This is an optimization exercise on Yosys and OpenROAD, whose aim is small area, a short achievable clock period and few clock cycles, not a production implementation. Where RTL was checked, it was by simulation tests only, not by an equivalence proof against the original. Power is estimated from default activity; no workload was simulated.

## the baseline
==> module zig_zag_traversal, before the edit <==
module zig_zag_traversal (
    input clk,
    input reset,
    output reg done,
    input [5:0] ram_read_addr,
    output [7:0] ram_read_data,
    output [5:0] rom_addr,            
    input  [7:0] rom_data             
);
  reg [5:0] t;         
  reg       load;      
  reg [2:0] row, col;
  wire odd = row[0] ^ col[0];
  assign rom_addr = {row, col};
  always @(posedge clk or posedge reset) begin
    if (reset) begin
      row <= 3'd0;
      col <= 3'd0;
    end else if (!odd) begin
      if (row == 3'd7) col <= col + 3'd1;
      else begin
        row <= row + 3'd1;
        if (col != 3'd0) col <= col - 3'd1;
      end
    end else begin
      if (col == 3'd7) row <= row + 3'd1;
      else begin
        col <= col + 3'd1;
        if (row != 3'd0) row <= row - 3'd1;
      end
    end
  end
  reg  [7:0] c [0:63];
  wire [7:0] c_in = load ? rom_data : c[63];
  integer i;
  always @(posedge clk) begin
    c[0] <= c_in;
    for (i = 1; i < 64; i = i + 1)
      c[i] <= c[i-1];
  end
  wire [2:0] a_lo = ram_read_addr[2:0];
  wire [2:0] a_hi = ram_read_addr[5:3];
  wire [2:0] t_lo = t[2:0];
  wire [2:0] t_hi = t[5:3];
  wire [7:0] eq_hi;      
  wire [7:0] lo_sel, hi_sel;
  genvar g, b;
  generate
    for (g = 0; g < 8; g = g + 1) begin : dec
      wire [2:0] k_lo = t_lo - 3'd1 - g;
      wire [2:0] k_hi = t_hi - g;
      zz_eq3 ul (.a(a_lo), .k(k_lo), .y(lo_sel[g]));
      zz_eq3 uh (.a(a_hi), .k(k_hi), .y(eq_hi[g]));
    end
  endgenerate
  wire borrow;
  zz_ge3 ub (.a(a_lo), .t(t_lo), .y(borrow));
  generate
    for (g = 0; g < 8; g = g + 1) begin : dech
      zz_mux2 um (.s(borrow), .d1(eq_hi[(g + 1) % 8]), .d0(eq_hi[g]), .y(hi_sel[g]));
    end
  endgenerate
  wire [7:0] v [0:63];
  generate
    for (g = 0; g < 63; g = g + 1) begin : rd
      assign v[g] = c[g];
    end
  endgenerate
  assign v[63] = c_in;
  wire [7:0] grp [0:7];
  generate
    for (g = 0; g < 8; g = g + 1) begin : lvl1
      for (b = 0; b < 8; b = b + 1) begin : bt
        zz_sel8 u (.s(lo_sel),
                   .d({v[8*g+7][b], v[8*g+6][b], v[8*g+5][b], v[8*g+4][b],
                       v[8*g+3][b], v[8*g+2][b], v[8*g+1][b], v[8*g][b]}),
                   .y(grp[g][b]));
      end
    end
    for (b = 0; b < 8; b = b + 1) begin : lvl2
      zz_sel8f u (.s(hi_sel),
                 .d({grp[7][b], grp[6][b], grp[5][b], grp[4][b],
                     grp[3][b], grp[2][b], grp[1][b], grp[0][b]}),
                 .y(ram_read_data[b]));
    end
  endgenerate
  always @(posedge clk or posedge reset) begin
    if (reset) begin
      t    <= 6'd0;
      done <= 1'b0;
      load <= 1'b1;
    end else begin
      t    <= t + 6'd1;
      done <= done | (t == 6'd62);
      load <= ~done;
    end
  end
endmodule
==> module zz_sel8, before the edit <==
module zz_sel8 (
    input  [7:0] s,
    input  [7:0] d,
    output       y
);
  wire n0, n1, n2;
  zz_aoi222 u0 (.a1(s[0]), .a2(d[0]), .b1(s[1]), .b2(d[1]), .c1(s[2]), .c2(d[2]), .y(n0));
  zz_aoi222 u1 (.a1(s[3]), .a2(d[3]), .b1(s[4]), .b2(d[4]), .c1(s[5]), .c2(d[5]), .y(n1));
  zz_aoi22  u2 (.a1(s[6]), .a2(d[6]), .b1(s[7]), .b2(d[7]), .y(n2));
  zz_nand3  u3 (.a(n0), .b(n1), .c(n2), .y(y));
endmodule
==> module zz_aoi222, before the edit <==
module zz_aoi222 (input a1, a2, b1, b2, c1, c2, output y);
  assign y = ~((a1 & a2) | (b1 & b2) | (c1 & c2));
endmodule
==> module zz_nand3, before the edit <==
module zz_nand3 (input a, b, c, output y);
  assign y = ~(a & b & c);
endmodule
Settings: LEC_CHECK=0, CAP_MARGIN=20, CORE_MARGIN=2, CORE_UTILIZATION=40, CTS_CLUSTER_DIAMETER=100, CTS_CLUSTER_SIZE=30, SETUP_SLACK_MARGIN=2.5, SLEW_MARGIN=20, SYNTH_HIERARCHICAL=1, SYNTH_MINIMUM_KEEP_SIZE=0; clock period 7.5 ns.
standard.sh (not shown) runs the stock make flow with config.mk's settings and CLKGATE_MAP_FILE= SYNTH_SCRIPT=/design/flow/synth_recipe.tcl, a recipe that flattens the netlist after the stock synthesis.
==> flow/flow/run.sh <==
#!/bin/bash
# Own flow: the standard layout, with one change after synthesis.
# Yosys's mapper gives the first-level AND-OR gates of the read
# multiplexer (a22oi) drive strength 2; they drive a single nand3 next to
# them, so they are set back to drive strength 1 before floorplanning, and
# the layout's timing repair sizes up whatever needs it.
set -euo pipefail
cd "$(dirname "$0")/.."
bash standard.sh synth > synth.log 2>&1
openroad -no_init -exit flow/resize.tcl > resize.log 2>&1
bash standard.sh > layout.log 2>&1
==> flow/flow/resize.tcl <==
# Set the read multiplexer's first-level a22oi gates to drive strength 1.
set odb orfs/results/sky130hd/zig_zag_traversal/base/1_synth.odb
read_db $odb
set block [ord::get_db_block]
set db [ord::get_db]
set m1 [$db findMaster sky130_fd_sc_hd__a22oi_1]
set n 0
foreach inst [$block getInsts] {
  if {[[$inst getMaster] getName] ne "sky130_fd_sc_hd__a22oi_2"} { continue }
  set y [$inst findITerm Y]
  set net [$y getNet]
  if {$net eq "NULL"} { continue }
  if {[string match {lvl1*} [$net getName]]} {
    $inst swapMaster $m1
    incr n
  }
}
puts "resized $n a22oi gates to drive strength 1"
write_db $odb
#### Input delta (the candidate over the baseline)
diff --git a/flow/design.v b/flow/design.v
--- a/flow/design.v
+++ b/flow/design.v
@@ -72,7 +72,7 @@
   generate
     for (g = 0; g < 8; g = g + 1) begin : lvl1
       for (b = 0; b < 8; b = b + 1) begin : bt
-        zz_sel8 u (.s(lo_sel),
+        zz_sel8f u (.s(lo_sel),
                    .d({v[8*g+7][b], v[8*g+6][b], v[8*g+5][b], v[8*g+4][b],
                        v[8*g+3][b], v[8*g+2][b], v[8*g+1][b], v[8*g][b]}),
                    .y(grp[g][b]));
@@ -96,17 +96,6 @@
       load <= ~done;
     end
   end
-endmodule
-module zz_sel8 (
-    input  [7:0] s,
-    input  [7:0] d,
-    output       y
-);
-  wire n0, n1, n2;
-  zz_aoi222 u0 (.a1(s[0]), .a2(d[0]), .b1(s[1]), .b2(d[1]), .c1(s[2]), .c2(d[2]), .y(n0));
-  zz_aoi222 u1 (.a1(s[3]), .a2(d[3]), .b1(s[4]), .b2(d[4]), .c1(s[5]), .c2(d[5]), .y(n1));
-  zz_aoi22  u2 (.a1(s[6]), .a2(d[6]), .b1(s[7]), .b2(d[7]), .y(n2));
-  zz_nand3  u3 (.a(n0), .b(n1), .c(n2), .y(y));
 endmodule
 module zz_sel8f (
     input  [7:0] s,
@@ -134,12 +123,6 @@
 module zz_nand4 (input a, b, c, d, output y);
   assign y = ~(a & b & c & d);
 endmodule
-module zz_aoi222 (input a1, a2, b1, b2, c1, c2, output y);
-  assign y = ~((a1 & a2) | (b1 & b2) | (c1 & c2));
-endmodule
 module zz_aoi22 (input a1, a2, b1, b2, output y);
   assign y = ~((a1 & a2) | (b1 & b2));
 endmodule
-module zz_nand3 (input a, b, c, output y);
-  assign y = ~(a & b & c);
-endmodule
Findings:
Summary of the comparison: maximum clock frequency is higher in the candidate, relative to the baseline.
The candidate vs the baseline: die area up slightly
The candidate ends up with higher number of cells in the finished layout apart from fillers than the baseline does.
Mean instance size in the synthesized netlist is lower on the candidate
Count of cells resized by post-cts repair, the baseline and the candidate: smaller value in the candidate
Power of the combinational group: the baseline vs the candidate — no meaningful difference
On sequential cell area, the baseline tracks the candidate almost exactly.
On clock skew: the candidate sits above the baseline.
Compared with the baseline, in the candidate total number of vias saw an increase, cell area saw an increase, routed via count divided by cell count lost 3.7%, power after layout level.
No functional check of the RTL was part of any run of this note.

---

== job 104 ==
The RTL this note starts from:
==> flow/design.v <==
`timescale 1ns / 1ps
module zig_zag_traversal (
    input clk,
    input reset,
    output reg done,
    input [5:0] ram_read_addr,
    output [7:0] ram_read_data,
    output [5:0] rom_addr,            
    input  [7:0] rom_data             
);
  reg [5:0] t;         
  reg       load;      
  reg [2:0] row, col;
  wire odd = row[0] ^ col[0];
  assign rom_addr = {row, col};
  always @(posedge clk or posedge reset) begin
    if (reset) begin
      row <= 3'd0;
      col <= 3'd0;
    end else if (!odd) begin
      if (row == 3'd7) col <= col + 3'd1;
      else begin
        row <= row + 3'd1;
        if (col != 3'd0) col <= col - 3'd1;
      end
    end else begin
      if (col == 3'd7) row <= row + 3'd1;
      else begin
        col <= col + 3'd1;
        if (row != 3'd0) row <= row - 3'd1;
      end
    end
  end
  reg  [7:0] c [0:63];
  wire [7:0] c_in [0:7];
  genvar g, h, b;
  generate
    for (h = 0; h < 8; h = h + 1) begin : ring
      assign c_in[h] = (load && t[5:3] == h) ? rom_data : c[8*h+7];
    end
  endgenerate
  integer i, j;
  always @(posedge clk) begin
    for (i = 0; i < 8; i = i + 1) begin
      c[8*i] <= c_in[i];
      for (j = 1; j < 8; j = j + 1)
        c[8*i+j] <= c[8*i+j-1];
    end
  end
  wire [7:0] v [0:63];
  generate
    for (h = 0; h < 8; h = h + 1) begin : rd
      for (g = 0; g < 7; g = g + 1) begin : pos
        assign v[8*h+g] = c[8*h+g];
      end
      assign v[8*h+7] = c_in[h];
    end
  endgenerate
  wire [2:0] a_lo = ram_read_addr[2:0];
  wire [2:0] a_hi = ram_read_addr[5:3];
  wire [2:0] t_lo = t[2:0];
  wire [7:0] ring_sel, pos_sel;
  generate
    for (g = 0; g < 8; g = g + 1) begin : dec
      wire [2:0] k_lo = t_lo - 3'd1 - g;
      zz_eq3 ul (.a(a_lo), .k(k_lo), .y(pos_sel[g]));
      assign ring_sel[g] = (a_hi == g);
    end
  endgenerate
  wire [7:0] pos [0:7];
  generate
    for (g = 0; g < 8; g = g + 1) begin : lvl1
      for (b = 0; b < 8; b = b + 1) begin : bt
        zz_sel8 u (.s(ring_sel),
                   .d({v[56+g][b], v[48+g][b], v[40+g][b], v[32+g][b],
                       v[24+g][b], v[16+g][b], v[8+g][b],  v[g][b]}),
                   .y(pos[g][b]));
      end
    end
    for (b = 0; b < 8; b = b + 1) begin : lvl2
      zz_sel8f u (.s(pos_sel),
                  .d({pos[7][b], pos[6][b], pos[5][b], pos[4][b],
                      pos[3][b], pos[2][b], pos[1][b], pos[0][b]}),
                  .y(ram_read_data[b]));
    end
  endgenerate
  always @(posedge clk or posedge reset) begin
    if (reset) begin
      t    <= 6'd0;
      done <= 1'b0;
      load <= 1'b1;
    end else begin
      t    <= t + 6'd1;
      done <= done | (t == 6'd62);
      load <= ~done;
    end
  end
endmodule
module zz_sel8 (
    input  [7:0] s,
    input  [7:0] d,
    output       y
);
  wire n0, n1, n2;
  zz_aoi222 u0 (.a1(s[0]), .a2(d[0]), .b1(s[1]), .b2(d[1]), .c1(s[2]), .c2(d[2]), .y(n0));
  zz_aoi222 u1 (.a1(s[3]), .a2(d[3]), .b1(s[4]), .b2(d[4]), .c1(s[5]), .c2(d[5]), .y(n1));
  zz_aoi22  u2 (.a1(s[6]), .a2(d[6]), .b1(s[7]), .b2(d[7]), .y(n2));
  zz_nand3  u3 (.a(n0), .b(n1), .c(n2), .y(y));
endmodule
module zz_sel8f (
    input  [7:0] s,
    input  [7:0] d,
    output       y
);
  wire n0, n1, n2, n3;
  zz_aoi22 u0 (.a1(s[0]), .a2(d[0]), .b1(s[1]), .b2(d[1]), .y(n0));
  zz_aoi22 u1 (.a1(s[2]), .a2(d[2]), .b1(s[3]), .b2(d[3]), .y(n1));
  zz_aoi22 u2 (.a1(s[4]), .a2(d[4]), .b1(s[5]), .b2(d[5]), .y(n2));
  zz_aoi22 u3 (.a1(s[6]), .a2(d[6]), .b1(s[7]), .b2(d[7]), .y(n3));
  zz_nand4 u4 (.a(n0), .b(n1), .c(n2), .d(n3), .y(y));
endmodule
module zz_eq3 (input [2:0] a, input [2:0] k, output y);
  assign y = (a == k);
endmodule
module zz_aoi222 (input a1, a2, b1, b2, c1, c2, output y);
  assign y = ~((a1 & a2) | (b1 & b2) | (c1 & c2));
endmodule
module zz_aoi22 (input a1, a2, b1, b2, output y);
  assign y = ~((a1 & a2) | (b1 & b2));
endmodule
module zz_nand3 (input a, b, c, output y);
  assign y = ~(a & b & c);
endmodule
module zz_nand4 (input a, b, c, d, output y);
  assign y = ~(a & b & c & d);
endmodule
Settings: LEC_CHECK=0, CAP_MARGIN=20, CORE_MARGIN=2, CORE_UTILIZATION=55, CTS_CLUSTER_DIAMETER=100, CTS_CLUSTER_SIZE=30, SETUP_SLACK_MARGIN=3.0, SLEW_MARGIN=20, SYNTH_HIERARCHICAL=1, SYNTH_MINIMUM_KEEP_SIZE=0; clock period 7.5 ns.
==> flow/flow/run.sh <==
#!/bin/bash
# Own flow: the standard layout, with these changes:
# - after synthesis, the read multiplexer's first-level a22oi gates, which
#   Yosys's mapper gives drive strength 2, are set to drive strength 1
#   (each drives one gate next to it); timing repair sizes up what needs it;
# - the port buffers are buf_4 cells, not the slow delay-buffer cells that
#   buffer_ports picks by default;
# - timing repair may size a cell to any strength, not just to cells of the
#   same footprint.
set -euo pipefail
cd "$(dirname "$0")/.."
bash standard.sh synth > synth.log 2>&1
openroad -no_init -exit flow/resize.tcl > resize.log 2>&1
bash standard.sh "BUFFER_PORTS_ARGS=-buffer_cell sky130_fd_sc_hd__buf_4" \
  MATCH_CELL_FOOTPRINT=0 finish > layout.log 2>&1
Scripts as last shown in full above: flow/flow/resize.tcl
Testbench counts of job 104, summed over its fixed seeds: cycles 12,096.
Inputs modified between job 104 and job 103:
-- flow/design.v --
<<< job 104, line 37
  generate
    for (h = 0; h < 8; h = h + 1) begin : ring
      assign c_in[h] = (load && t[5:3] == h) ? rom_data : c[8*h+7];
    end
  endgenerate
>>> job 103, line 37
  generate
    for (h = 0; h < 8; h = h + 1) begin : ring
      wire fill = load && t[5:3] == h;
      for (b = 0; b < 8; b = b + 1) begin : bt
        zz_ao22 u (.a1(fill), .a2(rom_data[b]), .b1(~fill), .b2(c[8*h+7][b]),
                   .y(c_in[h][b]));
      end
    end
  endgenerate
<<< job 104, line 61
  wire [2:0] t_lo = t[2:0];
  wire [7:0] ring_sel, pos_sel;
  generate
    for (g = 0; g < 8; g = g + 1) begin : dec
      wire [2:0] k_lo = t_lo - 3'd1 - g;
      zz_eq3 ul (.a(a_lo), .k(k_lo), .y(pos_sel[g]));
      assign ring_sel[g] = (a_hi == g);
    end
>>> job 103, line 65
  wire [2:0] t_lo = t[2:0];
  wire [7:0] ring_sel, pos_sel;
  wire [2:0] p_lo;
  zz_pos3 up (.a(a_lo), .t(t_lo), .p(p_lo));
  generate
    for (g = 0; g < 8; g = g + 1) begin : dec
      assign pos_sel[g]  = (p_lo == g);
      assign ring_sel[g] = (a_hi == g);
    end
<<< job 104, line 120
  zz_nand4 u4 (.a(n0), .b(n1), .c(n2), .d(n3), .y(y));
endmodule
module zz_eq3 (input [2:0] a, input [2:0] k, output y);
  assign y = (a == k);
endmodule
module zz_aoi222 (input a1, a2, b1, b2, c1, c2, output y);
  assign y = ~((a1 & a2) | (b1 & b2) | (c1 & c2));
endmodule
module zz_aoi22 (input a1, a2, b1, b2, output y);
>>> job 103, line 125
  zz_nand4 u4 (.a(n0), .b(n1), .c(n2), .d(n3), .y(y));
endmodule
module zz_pos3 (input [2:0] a, input [2:0] t, output [2:0] p);
  wire [2:0] n = ~a;
  wire c1 = t[0] & n[0];
  wire c2 = (t[1] & n[1]) | (c1 & (t[1] | n[1]));
  assign p[0] = t[0] ^ n[0];
  assign p[1] = t[1] ^ n[1] ^ c1;
  assign p[2] = t[2] ^ n[2] ^ c2;
endmodule
module zz_aoi222 (input a1, a2, b1, b2, c1, c2, output y);
  assign y = ~((a1 & a2) | (b1 & b2) | (c1 & c2));
endmodule
module zz_ao22 (input a1, a2, b1, b2, output y);
  assign y = (a1 & a2) | (b1 & b2);
endmodule
module zz_aoi22 (input a1, a2, b1, b2, output y);
[summary]
Delta (job 103 minus job 104): count of buffer and inverter cells on the critical path has increased, routed wire length shrank by about 3.6%, HPWL after detailed placement shows an increase of 1300 um, global-route usage lost 0.29 points.
The final critical path time including I/O delays and setup reported for job 103 is greater than that of job 104 by 0.19 ns.
Of the two values seen for launching element of the worst setup path, ram_read_addr[0] was produced by job 103 and ram_read_addr[3] by job 104.
| total power | job 104 vs job 103 | ≈ equal |
Inverter count of the layout excluding clock inverters: job 103 vs job 104 up 4
On met2 wire length, job 104 and job 103 are neck and neck.
Status: final-layout worst hold slack parity (job 103, job 104)
Job 104 and job 103 ended up with nearly the same switching power total.
Compared with job 104, in job 103 max-slew headroom at the worst pin -14 points; flip-flop and latch count has remained practically unchanged; number of multi-input combinational cells decreased by 4.7% relative to the old numbers.
Compared with job 104, job 103 shows a clock network power share that is 0.3 points lower.
Testbench counts of job 103, summed over its fixed seeds: cycles 12,096.

==> port drivers added, routing unchanged <==
In the flow no input, the clock included, has a driving cell. The finished layouts below were timed again as built, in two steps.
Step 1, drivers: a clkbuf_16 drives clk and a buf_2 each remaining input, both assumed.
Step 2 adds t to the input delays and takes it off the output delays; t is the mean of the earliest and latest rising clock arrival at the registers after step 1. Input paths then give back, and output paths get back, about the clock's delay inside the block.
a / b / c = ideal / step 1 / step 2; a / b = the first two.
run | t, ns | setup slack, ns | latest minus earliest clock arrival (ns)
the baseline | 0.593 | 2.397 / 2.348 / 2.348 | 0.019 / 0.020
the candidate | 0.593 | 2.440 / 2.394 / 2.394 | 0.025 / 0.025
job 104 | 0.592 | 2.818 / 2.699 / 2.699 | 0.022 / 0.022
job 103 | 0.577 | 2.626 / 2.576 / 2.576 | 0.016 / 0.016
After both steps every run listed still meets setup and hold. The setup slack of job 104, which loses most, moves by -0.119 ns with the drivers and by -0.119 ns with both steps.
